This is an optimization exercise on Yosys and OpenROAD, whose aim is small area, a short achievable clock period and few clock cycles, not a production implementation.
In this exercise RTL edits were held to simulation tests only and were not proved equivalent to the original.

the reference run:
// M1
module M1 (
		input logic clk,
		input logic reset,
		input logic M1_start,
		input logic [15:0] SRAM_read_data,
		output logic [17:0] M1_SRAM_Address,
		output logic [15:0] M1_SRAM_write_data,
		output logic M1_Status,
		output logic M1_SRAM_we_n
);
Size: roughly 2100 cells after synthesis, about 400 flip-flops, about 55 I/O pins, roughly 0.025 mm^2 of cells after synthesis.
export LEC_CHECK = 0
export CAP_MARGIN = 20
export CORE_MARGIN = 2
export CORE_UTILIZATION = 75
export CTS_CLUSTER_DIAMETER = 100
export CTS_CLUSTER_SIZE = 24
export SLEW_MARGIN = 20
create_clock -name core_clock -period 13.0 [get_ports {clk}]
run.sh (not shown) runs the stock make flow with config.mk's settings and CLKGATE_MAP_FILE= SYNTH_SCRIPT=/design/flow/synth_recipe.tcl, a recipe that flattens the netlist after the stock synthesis.
Testbench counts of the reference run, summed over its fixed seeds: cycles 1,165,026.
For the trial run, these inputs were changed with respect to the reference run:
diff --git a/flow/design.v b/flow/design.v
--- a/flow/design.v
+++ b/flow/design.v
@@ -27,15 +27,15 @@
 logic [7:0]  yb;          
 logic [7:0]  yl;          
 logic [22:0] yt;          
 logic [8:0]  pu, pv;      
 logic        qu, qv;      
 logic [8:0]  pa, pb, pc;  
 logic [20:0] ft;          
-logic [70:0] res;         
+logic [37:0] res;         
 logic [7:0]  b0h;
 wire l0 = lq[0], l1 = lq[1], l2 = lq[2], l3 = lq[3], l4 = lq[4];
 wire l5 = lq[5], l6 = lq[6], l7 = lq[7], l8 = lq[8];
 wire p0 = pq[0], p1 = pq[1], p2 = pq[2], p3 = pq[3], p4 = pq[4];
 wire p5 = pq[5], p6 = pq[6], p7 = pq[7], p8 = pq[8], p9 = pq[9];
 logic inrow;       
 logic tail;        
@@ -650,21 +650,21 @@
 wire fs_140 = pc[8];
 wire [17:0] fs_ra = {1'b1, 1'b1, fs_138, fs_136, fs_134, fs_132, fs_130, fs_128, fs_126, fs_124, fs_122, fs_120, fs_118, fs_116, fs_114, fs_112, fs_110, 1'b1};
 wire [17:0] fs_rb = {1'b0, fs_140, fs_139, fs_137, fs_135, fs_133, fs_131, fs_129, fs_127, fs_125, fs_123, fs_121, fs_119, fs_117, fs_115, fs_113, fs_111, fs_109};
 function automatic [7:0] clip(input [10:0] s);
 	clip = s[10] ? 8'd0 : (|s[9:8]) ? 8'd255 : s[7:0];
 endfunction
 wire rq_u = res[1], rq_v = res[0];
-wire [10:0] s_r = res[70:60] + res[59:49] + {10'd0, res[48]};
-wire [10:0] s_g = res[47:37] + res[36:26] + {10'd0, res[25]};
-wire [10:0] s_b = res[24:14] + res[13:3] + {10'd0, res[2]};
+wire [10:0] s_r = res[37:27] + {10'd0, res[26]};
+wire [10:0] s_g = res[25:15] + {10'd0, res[14]};
+wire [10:0] s_b = res[13:3] + {10'd0, res[2]};
 wire [7:0] c_r = rq_v ? 8'd0 : clip(s_r);
 wire [7:0] c_g = (rq_u | rq_v) ? 8'd0 : clip(s_g);
 wire [7:0] c_b = rq_u ? 8'd0 : clip(s_b);
-wire nx_rd_y = p2 | (p6 & ~to_lead) | l5;
+wire nx_rd_y = p2 | p6;
 wire nx_rd_u = p0 | (p9 & to_lead) | l3;
 wire nx_rd_v = p1 | l0 | l4;
 wire nx_wr_cur  = ~dummy & ~tail & (p5 | p7 | p8);
 wire nx_wr_prev = ~first & ((p9 & ~to_lead) | p3 | p4 | l8);
 wire nx_wr   = nx_wr_cur | nx_wr_prev;
 wire [1:0] uv_d = {p0 | p1, l3 | l4};
 wire [17:0] uv_base = (nx_rd_u ? U_START_ADDRESS : V_START_ADDRESS) + {16'd0, uv_d};
@@ -738,20 +738,22 @@
 wire ld_even = p0 | p6;
 wire [8:0] nu9 = ld_even ? {1'b0, wu2} : fir_t[8:0];
 wire [8:0] nv9 = ld_even ? {1'b0, wv2} : fir_t[8:0];
 wire [8:0]  fs_lo = {1'b0, fs_ra[7:0]} + {1'b0, fs_rb[7:0]};
 wire [16:0] sr_lo = {1'b0, sr_ra[15:0]} + {1'b0, sr_rb[15:0]};
 wire [16:0] sg_lo = {1'b0, sg_ra[15:0]} + {1'b0, sg_rb[15:0]};
 wire [16:0] sb_lo = {1'b0, sb_ra[15:0]} + {1'b0, sb_rb[15:0]};
+wire [10:0] sr_hi = sr_ra[26:16] + sr_rb[26:16];
+wire [10:0] sg_hi = sg_ra[26:16] + sg_rb[26:16];
+wire [10:0] sb_hi = sb_ra[26:16] + sb_rb[26:16];
 wire [9:0]  fir_t = ft[20:11] + ft[10:1] + {9'd0, ft[0]};
 always_ff @(posedge clk) begin
 	ft <= {fs_ra[17:8], fs_rb[17:8], fs_lo[8]};
 	if (ld_even | p4 | p8) begin pu <= nu9; qu <= ~ld_even & fir_t[9]; end
 	if (ld_even | p5 | p9) begin pv <= nv9; qv <= ~ld_even & fir_t[9]; end
-	if (p5 | (p9 & ~to_lead) | l8) begin yb <= SRAM_read_data[15:8]; yl <= SRAM_read_data[7:0]; end
+	if (p5 | p9) begin yb <= SRAM_read_data[15:8]; yl <= SRAM_read_data[7:0]; end
 	else if (p4 | p8) yb <= yl;
-	yt <= yt_s[24:2];
-	if (p0 | p4 | p6 | p8) res <= {sr_ra[26:16], sr_rb[26:16], sr_lo[16], sg_ra[26:16], sg_rb[26:16], sg_lo[16],
-	                                          sb_ra[26:16], sb_rb[26:16], sb_lo[16], qu, qv};
+	if (p3 | p5 | p7 | p9) yt <= yt_s[24:2];
+	if (p0 | p4 | p6 | p8) res <= {sr_hi, sr_lo[16], sg_hi, sg_lo[16], sb_hi, sb_lo[16], qu, qv};
 	if (p5 | p9) b0h <= c_b;
 end
 endmodule
Notes after the runs:
Maximum achievable frequency, the reference run and the trial run: higher on the reference run
When the trial run is set beside the reference run, its number of global-route vias before repair turns out to be 2.5% larger.
Compared with the reference run, in the trial run post-route minimum period rose by 680 ps, sequential standard cell area fell by about 6%.
Status: proportion of cell area spent on the clock network parity (the reference run, the trial run)
The trial run: non-clock inverter total of the final layout 3.7% below the reference run
Comparing the reference run and the trial run, the higher hold slack is on the trial run.
Of the reference run and the trial run, the trial run shows the higher wire length, with the reference run below it.
met2 routing resource usage after global routing down 1.7 points in the trial run wrt the reference run
Global-route wire length before repair is higher on the trial run
Synthesized cell count: the trial run vs the reference run up 67
The lower simple-gate area share of the yosys netlist came out of the reference run.
Overall routing resource usage, the reference run and the trial run: smaller value in the reference run
Looking at via-per-instance ratio across the reference run and the trial run, the one that comes out lower is the reference run.
Testbench counts of the trial run, summed over its fixed seeds: cycles 1,165,026.

========
Another version of the RTL of M1 (not shown whole).
Size: roughly 2200 cells after synthesis, about 390 flip-flops.
==> flow/config.mk <==
export PLATFORM = sky130hd
export DESIGN_NAME = M1
export DESIGN_NICKNAME = M1
export VERILOG_FILES = /design/flow/design.v
export SDC_FILE = /design/flow/constraint.sdc
export NUM_CORES = 4
export LEC_CHECK = 0
export CAP_MARGIN = 20
export CORE_MARGIN = 2
export CORE_UTILIZATION = 75
export SLEW_MARGIN = 20
==> flow/constraint.sdc <==
create_clock -name core_clock -period 13.0 [get_ports {clk}]
set_input_delay 2.6000 -clock core_clock [delete_from_list [all_inputs] [get_ports {clk}]]
set_output_delay 2.6000 -clock core_clock [all_outputs]
set_load 0.01 [all_outputs]
Testbench counts at the start, summed over its fixed seeds: cycles 1,165,026.
Edit:
--- a/flow/design.v
+++ b/flow/design.v
@@ -667,50 +667,54 @@
 always_ff @(posedge clk) begin
 	if (nx_rd_y)                  M1_SRAM_Address <= {2'b00, yc};
 	else if (nx_rd_u | nx_rd_v)   M1_SRAM_Address <= nx_uva;
 	else                          M1_SRAM_Address <= ra;
 	if (run & (p3 | p7))      M1_SRAM_write_data <= {b0h, c_r};
 	else if (run & (p4 | p8)) M1_SRAM_write_data <= {c_g, c_b};
 	else                      M1_SRAM_write_data <= {c_r, c_g};
 	M1_SRAM_we_n <= ~nx_wr;
 	M1_Status <= (run & p4 & tail) | (done & M1_Status);
 end
 always_ff @(posedge clk or negedge reset) begin
 	if (~reset) begin
-		start_r <= 1'b0; run <= 1'b0; lead <= 1'b0; done <= 1'b0; pq <= 10'd0;
-		dummy <= 1'b0; first <= 1'b0; k <= 7'd0; chv <= 1'b0;
-		yc <= 16'd0; ra <= RGB_START_ADDRESS;
+		start_r <= 1'b0; run <= 1'b0; lead <= 1'b0; done <= 1'b0;
 	end else begin
 		start_r <= M1_start;
-		chv <= run & (p2 | p6);
-		if (nx_rd_y) yc <= yc + 16'd1;
-		if (nx_wr) ra <= ra + 18'd1;
 		if (idle) begin
-			if (start_r) begin
-				run <= 1'b1; dummy <= 1'b1; first <= 1'b1; pq <= 10'b0001000000; k <= 7'd0;
-				yc <= 16'd0; ra <= RGB_START_ADDRESS;
-			end
+			if (start_r) run <= 1'b1;
 		end else if (run) begin
-			if (p5 & ~dummy) first <= 1'b0;
 			if (p5 & tail) begin run <= 1'b0; done <= 1'b1; end
-			if (p9) begin
-				if (to_lead) begin
-					run <= 1'b0; lead <= 1'b1; dummy <= 1'b0; k <= 7'd0;
-				end else k <= k + 7'd1;
-			end
-			pq <= {pq[8:0], pq[9]};
+			if (p9 & to_lead) begin run <= 1'b0; lead <= 1'b1; end
 		end else if (lead) begin
-			if (p8) begin lead <= 1'b0; run <= 1'b1; pq <= 10'd1; end
-			else pq <= {pq[8:0], pq[9]};
+			if (p8) begin lead <= 1'b0; run <= 1'b1; end
+		end
+	end
+end
+always_ff @(posedge clk) begin
+	chv <= run & (p2 | p6);
+	if (nx_rd_y) yc <= yc + 16'd1;
+	if (nx_wr) ra <= ra + 18'd1;
+	if (idle) begin
+		dummy <= 1'b1; first <= 1'b1; pq <= 10'b0001000000; k <= 7'd0;
+		yc <= 16'd0; ra <= RGB_START_ADDRESS;
+	end else if (run) begin
+		if (p5 & ~dummy) first <= 1'b0;
+		if (p9) begin
+			if (to_lead) begin dummy <= 1'b0; k <= 7'd0; end
+			else k <= k + 7'd1;
 		end
+		pq <= {pq[8:0], pq[9]};
+	end else if (lead) begin
+		if (p8) pq <= 10'd1;
+		else pq <= {pq[8:0], pq[9]};
 	end
 end
 wire shu     = run ? (p3 | p9) : (lead & (p2 | p3 | p4 | p5 | p6 | p7));
 wire shu_bus = run ? (p3 & inrow) : (lead & (p2 | p6));
 wire shu_buf = run ? (p9 & inrow) : (lead & (p5 | p7));
 wire shv     = run ? (p4 | p9) : (lead & (p3 | p4 | p5 | p6 | p7 | p8));
 wire shv_bus = run ? (p4 & inrow) : (lead & (p3 | p7));
 wire shv_buf = run ? (p9 & inrow) : (lead & (p6 | p8));
 wire [7:0] nu = shu_bus ? SRAM_read_data[15:8] : shu_buf ? bufu : wu5;
 wire [7:0] nv = shv_bus ? SRAM_read_data[15:8] : shv_buf ? bufv : wv5;
 always_ff @(posedge clk) begin
 	if (shu) begin wu0 <= wu1; wu1 <= wu2; wu2 <= wu3; wu3 <= wu4; wu4 <= wu5; wu5 <= nu; end
=> Routed wire length is lower by about 0.8%. Non-clock buffer count is higher by 1. Die area is lower by 1.4%. Sequential share of layout area is lower by 0.55 points. Worst setup slack gains 0.037 ns. Utilization is higher by 0.85 points. Area after synthesis is lower by 1.4%. Flip-flop and latch count does not change. Clock skew is higher by 0.0067 ns.
Testbench counts after the change, summed over its fixed seeds: cycles 1,165,026.

========
Another version of the RTL of M1 (not shown whole).
For scale: ~2200 cells after synthesis, ~390 flip-flops, about 55 I/O pins, about 25000 µm² of cells after synthesis.
make LEC_CHECK=0 CAP_MARGIN=20 CORE_MARGIN=2 CORE_UTILIZATION=75 CTS_CLUSTER_DIAMETER=100 CTS_CLUSTER_SIZE=24 SLEW_MARGIN=20 finish   # period 13.0 ns
Testbench counts at the start, summed over its fixed seeds: cycles 1,165,026.
Edit:
--- a/flow/design.v
+++ b/flow/design.v
@@ -28,28 +28,25 @@
 logic [22:0] yt;          
 logic [8:0]  pu, pv;      
 logic        qu, qv;      
 logic [8:0]  pa, pb, pc;  
 logic [20:0] ft;          
 logic [70:0] res;         
 logic [7:0]  b0h;
 wire idle = ~run & ~lead & ~done;
 wire p0 = pq[0], p1 = pq[1], p2 = pq[2], p3 = pq[3], p4 = pq[4];
 wire p5 = pq[5], p6 = pq[6], p7 = pq[7], p8 = pq[8], p9 = pq[9];
-logic inrow;       
-logic tail;        
-logic to_lead;     
-always_ff @(posedge clk) begin
-	inrow <= (k <= 7'd77);
-	tail <= (k == 7'd80);
-	to_lead <= dummy | ((k == 7'd79) & (yc < 16'd38400));
-end
+wire inrow = (k <= 7'd77);      
+wire last_grp = (k == 7'd79);
+wire tail = (k == 7'd80);
+wire last_row = (yc >= 16'd38400);
+wire to_lead = dummy | (last_grp & ~last_row);
 wire ys_1 = yb[7] ^ yb[5];
 wire ys_2 = yb[7] & yb[5];
 wire ys_3 = yb[6] ^ yb[4];
 wire ys_4 = yb[6] & yb[4];
 wire ys_5 = yb[7] ^ yb[5];
 wire ys_6 = yb[7] & yb[5];
 wire ys_7 = yb[4] ^ yb[2];
 wire ys_8 = yb[4] & yb[2];
 wire ys_9 = yb[5] ^ yb[3] ^ yb[1];
 wire ys_10 = (yb[5] & yb[3]) | (yb[5] & yb[1]) | (yb[3] & yb[1]);
After rerunning: Final cell count is about the same; routed wire length went up by a few percent; cell area barely changes; setup slack improves by 290 ps; global-route usage went up by 1.1 points; clock-buffer cell count went down by 1; utilization went down by 0.11 points.
Testbench counts after the change, summed over its fixed seeds: cycles 1,165,026.

========
Another version of the RTL of M1 (not shown whole).
For scale: about 2200 cells after synthesis, roughly 55 I/O pins, roughly 25000 um^2 of cells after synthesis.
// M1
module M1 (
		input logic clk,
		input logic reset,
		input logic M1_start,
		input logic [15:0] SRAM_read_data,
		output logic [17:0] M1_SRAM_Address,
		output logic [15:0] M1_SRAM_write_data,
		output logic M1_Status,
		output logic M1_SRAM_we_n
);
localparam logic [17:0] U_START_ADDRESS = 18'd38400, V_START_ADDRESS = 18'd57600,
                        RGB_START_ADDRESS = 18'd146944;
logic        idle, done;  
logic [9:0]  pq;          
logic [8:0]  lq;          
logic        dummy;       
logic        first;       
logic [6:0]  k;           
logic [15:0] yc;          
logic [17:0] ra;          
logic        chv;         
logic        start_r;
logic [7:0]  wu0, wu1, wu2, wu3, wu4, wu5, bufu;
logic [7:0]  wv0, wv1, wv2, wv3, wv4, wv5, bufv;
logic [7:0]  yb;          
logic [7:0]  yl;          
logic [22:0] yt;          
logic [8:0]  pu, pv;      
logic        qu, qv;      
logic [8:0]  pa, pb, pc;  
logic [20:0] ft;          
logic [70:0] res;         
logic [7:0]  b0h;
wire l0 = lq[0], l1 = lq[1], l2 = lq[2], l3 = lq[3], l4 = lq[4];
wire l5 = lq[5], l6 = lq[6], l7 = lq[7], l8 = lq[8];
wire p0 = pq[0], p1 = pq[1], p2 = pq[2], p3 = pq[3], p4 = pq[4];
wire p5 = pq[5], p6 = pq[6], p7 = pq[7], p8 = pq[8], p9 = pq[9];
logic inrow;       
logic tail;        
logic to_lead;     
always_ff @(posedge clk) begin
	inrow <= (k <= 7'd77);
	tail <= (k == 7'd80);
	to_lead <= dummy | ((k == 7'd79) & (yc < 16'd38400));
end
wire ys_1 = yb[7] ^ yb[5];
wire ys_2 = yb[7] & yb[5];
wire ys_3 = yb[6] ^ yb[4];
wire ys_4 = yb[6] & yb[4];
wire ys_5 = yb[7] ^ yb[5];
wire ys_6 = yb[7] & yb[5];
wire ys_7 = yb[4] ^ yb[2];
wire ys_8 = yb[4] & yb[2];
wire ys_9 = yb[5] ^ yb[3] ^ yb[1];
wire ys_10 = (yb[5] & yb[3]) | (yb[5] & yb[1]) | (yb[3] & yb[1]);
wire ys_11 = yb[6] ^ yb[4] ^ yb[2];
wire ys_12 = (yb[6] & yb[4]) | (yb[6] & yb[2]) | (yb[4] & yb[2]);
wire ys_13 = ~(yb[3] ^ yb[0]);
wire ys_14 = yb[3] | yb[0];
wire ys_15 = ~(yb[1] ^ ys_2);
wire ys_16 = yb[1] | ys_2;
wire ys_17 = ~(yb[2] ^ ys_4);
wire ys_18 = yb[2] | ys_4;
wire ys_19 = ~(yb[6] ^ yb[3]);
wire ys_20 = yb[6] | yb[3];
wire ys_21 = yb[7] ^ yb[4];
wire ys_22 = yb[7] & yb[4];
wire ys_23 = yb[2] ^ yb[0];
wire ys_24 = yb[2] & yb[0];
wire ys_25 = ~(yb[3] ^ yb[1]);
  ...
clock: 13.0 ns
lec_check: 0
cap_margin: 20
core_margin: 2
core_utilization: 75
cts_cluster_diameter: 100
cts_cluster_size: 24
slew_margin: 20
The baseline ran to the end with no violations.
Testbench counts at the start, summed over its fixed seeds: cycles 1,165,026.
Rerun with:
--- a/flow/design.v
+++ b/flow/design.v
@@ -23,22 +23,22 @@
 logic        chv;         
 logic        start_r;
 logic [7:0]  wu0, wu1, wu2, wu3, wu4, wu5, bufu;
 logic [7:0]  wv0, wv1, wv2, wv3, wv4, wv5, bufv;
 logic [7:0]  yb;          
 logic [7:0]  yl;          
 logic [22:0] yt;          
 logic [8:0]  pu, pv;      
 logic        qu, qv;      
 logic [8:0]  pa, pb, pc;  
-logic [20:0] ft;          
-logic [70:0] res;         
+logic [10:0] ft;          
+logic [37:0] res;         
 logic [7:0]  b0h;
 wire l0 = lq[0], l1 = lq[1], l2 = lq[2], l3 = lq[3], l4 = lq[4];
 wire l5 = lq[5], l6 = lq[6], l7 = lq[7], l8 = lq[8];
 wire p0 = pq[0], p1 = pq[1], p2 = pq[2], p3 = pq[3], p4 = pq[4];
 wire p5 = pq[5], p6 = pq[6], p7 = pq[7], p8 = pq[8], p9 = pq[9];
 logic inrow;       
 logic tail;        
 logic to_lead;     
 always_ff @(posedge clk) begin
 	inrow <= (k <= 7'd77);
@@ -647,23 +647,23 @@
 wire fs_137 = pc[7] ^ fs_84 ^ fs_108;
 wire fs_138 = (pc[7] & fs_84) | (pc[7] & fs_108) | (fs_84 & fs_108);
 wire fs_139 = ~(pc[8]);
 wire fs_140 = pc[8];
 wire [17:0] fs_ra = {1'b1, 1'b1, fs_138, fs_136, fs_134, fs_132, fs_130, fs_128, fs_126, fs_124, fs_122, fs_120, fs_118, fs_116, fs_114, fs_112, fs_110, 1'b1};
 wire [17:0] fs_rb = {1'b0, fs_140, fs_139, fs_137, fs_135, fs_133, fs_131, fs_129, fs_127, fs_125, fs_123, fs_121, fs_119, fs_117, fs_115, fs_113, fs_111, fs_109};
 function automatic [7:0] clip(input [10:0] s);
 	clip = s[10] ? 8'd0 : (|s[9:8]) ? 8'd255 : s[7:0];
 endfunction
 wire rq_u = res[1], rq_v = res[0];
-wire [10:0] s_r = res[70:60] + res[59:49] + {10'd0, res[48]};
-wire [10:0] s_g = res[47:37] + res[36:26] + {10'd0, res[25]};
-wire [10:0] s_b = res[24:14] + res[13:3] + {10'd0, res[2]};
+wire [10:0] s_r = res[37:27] + {10'd0, res[26]};
+wire [10:0] s_g = res[25:15] + {10'd0, res[14]};
+wire [10:0] s_b = res[13:3] + {10'd0, res[2]};
 wire [7:0] c_r = rq_v ? 8'd0 : clip(s_r);
 wire [7:0] c_g = (rq_u | rq_v) ? 8'd0 : clip(s_g);
 wire [7:0] c_b = rq_u ? 8'd0 : clip(s_b);
 wire nx_rd_y = p2 | p6;
 wire nx_rd_u = p0 | (p9 & to_lead) | l3;
 wire nx_rd_v = p1 | l0 | l4;
 wire nx_wr_cur  = ~dummy & ~tail & (p5 | p7 | p8);
 wire nx_wr_prev = ~first & ((p9 & ~to_lead) | p3 | p4 | l8);
 wire nx_wr   = nx_wr_cur | nx_wr_prev;
 wire [1:0] uv_d = {p0 | p1, l3 | l4};
@@ -735,23 +735,26 @@
 	pb <= {1'b0, fb} + {1'b0, fe};
 	pc <= {1'b0, fc} + {1'b0, fd};
 end
 wire ld_even = p0 | p6;
 wire [8:0] nu9 = ld_even ? {1'b0, wu2} : fir_t[8:0];
 wire [8:0] nv9 = ld_even ? {1'b0, wv2} : fir_t[8:0];
 wire [8:0]  fs_lo = {1'b0, fs_ra[7:0]} + {1'b0, fs_rb[7:0]};
 wire [16:0] sr_lo = {1'b0, sr_ra[15:0]} + {1'b0, sr_rb[15:0]};
 wire [16:0] sg_lo = {1'b0, sg_ra[15:0]} + {1'b0, sg_rb[15:0]};
 wire [16:0] sb_lo = {1'b0, sb_ra[15:0]} + {1'b0, sb_rb[15:0]};
-wire [9:0]  fir_t = ft[20:11] + ft[10:1] + {9'd0, ft[0]};
+wire [10:0] sr_hi = sr_ra[26:16] + sr_rb[26:16];
+wire [10:0] sg_hi = sg_ra[26:16] + sg_rb[26:16];
+wire [10:0] sb_hi = sb_ra[26:16] + sb_rb[26:16];
+wire [9:0]  fir_t = ft[10:1] + {9'd0, ft[0]};
+wire [9:0]  fs_hi = fs_ra[17:8] + fs_rb[17:8];
 always_ff @(posedge clk) begin
-	ft <= {fs_ra[17:8], fs_rb[17:8], fs_lo[8]};
+	ft <= {fs_hi, fs_lo[8]};
 	if (ld_even | p4 | p8) begin pu <= nu9; qu <= ~ld_even & fir_t[9]; end
 	if (ld_even | p5 | p9) begin pv <= nv9; qv <= ~ld_even & fir_t[9]; end
 	if (p5 | p9) begin yb <= SRAM_read_data[15:8]; yl <= SRAM_read_data[7:0]; end
 	else if (p4 | p8) yb <= yl;
 	if (p3 | p5 | p7 | p9) yt <= yt_s[24:2];
-	if (p0 | p4 | p6 | p8) res <= {sr_ra[26:16], sr_rb[26:16], sr_lo[16], sg_ra[26:16], sg_rb[26:16], sg_lo[16],
-	                                          sb_ra[26:16], sb_rb[26:16], sb_lo[16], qu, qv};
+	if (p0 | p4 | p6 | p8) res <= {sr_hi, sr_lo[16], sg_hi, sg_lo[16], sb_hi, sb_lo[16], qu, qv};
 	if (p5 | p9) b0h <= c_b;
 end
 endmodule
What happened: Hold slack improved by 0.037 ns. Design area went down by 0.91%. Global-route usage went up by 0.36 points. Routed wire length went up by 1.9%. Sequential share of layout area went down by 3.5 points. Clock-buffer cell count went down by 3. Non-clock buffer count stays the same. Setup slack got worse by 0.93 ns. Utilization went down by 0.33 points. Critical path depth went up by 14. Clock skew went down by 0.019 ns.
Testbench counts after the change, summed over its fixed seeds: cycles 1,165,026.

==> separate check: timing with driven ports <==
The flow's constraints put no driver on any port. The routed layouts listed below were extracted and timed again, unchanged, in two steps.
Step 1 assumes that a clkbuf_16 drives the clock port and a buf_2 every other input.
Step 2 adds t to the input delays and takes it off the output delays; t is the mean of the earliest and latest rising clock arrival at the registers after step 1. Input paths then give back, and output paths get back, about the clock's delay inside the block.
Slacks: ideal ports / drivers / drivers and shift; pairs: ideal ports / drivers.
run | t, ns | slack for setup (ns) | hold slack, ns | worst setup path after step 2 | pins driven straight from the clock port
the reference run | 0.593 | 8.980 / 8.925 / 9.162 | 0.400 / 0.400 / 0.400 | register to register | 1
the trial run | 0.595 | 8.297 / 8.297 / 8.297 | 0.416 / 0.416 / 0.416 | register to register | 1
the first run of note 2 | 0.623 | 8.918 / 8.864 / 9.137 | 0.400 / 0.400 / 0.400 | register to register | 1
the second run of note 2 | 0.594 | 8.955 / 8.908 / 8.955 | 0.402 / 0.402 / 0.402 | register to register | 1
the first run of note 3 | 0.593 | 8.664 / 8.664 / 8.664 | 0.394 / 0.394 / 0.394 | register to register | 1
the second run of note 3 | 0.587 | 8.954 / 8.899 / 8.977 | 0.411 / 0.411 / 0.411 | register to register | 1
the first run of note 4 | 0.594 | 8.963 / 8.908 / 9.030 | 0.395 / 0.395 / 0.395 | register to register | 1
the second run of note 4 | 0.583 | 8.031 / 8.031 / 8.031 | 0.432 / 0.432 / 0.432 | register to register | 1
After both steps every run listed still meets setup and hold.
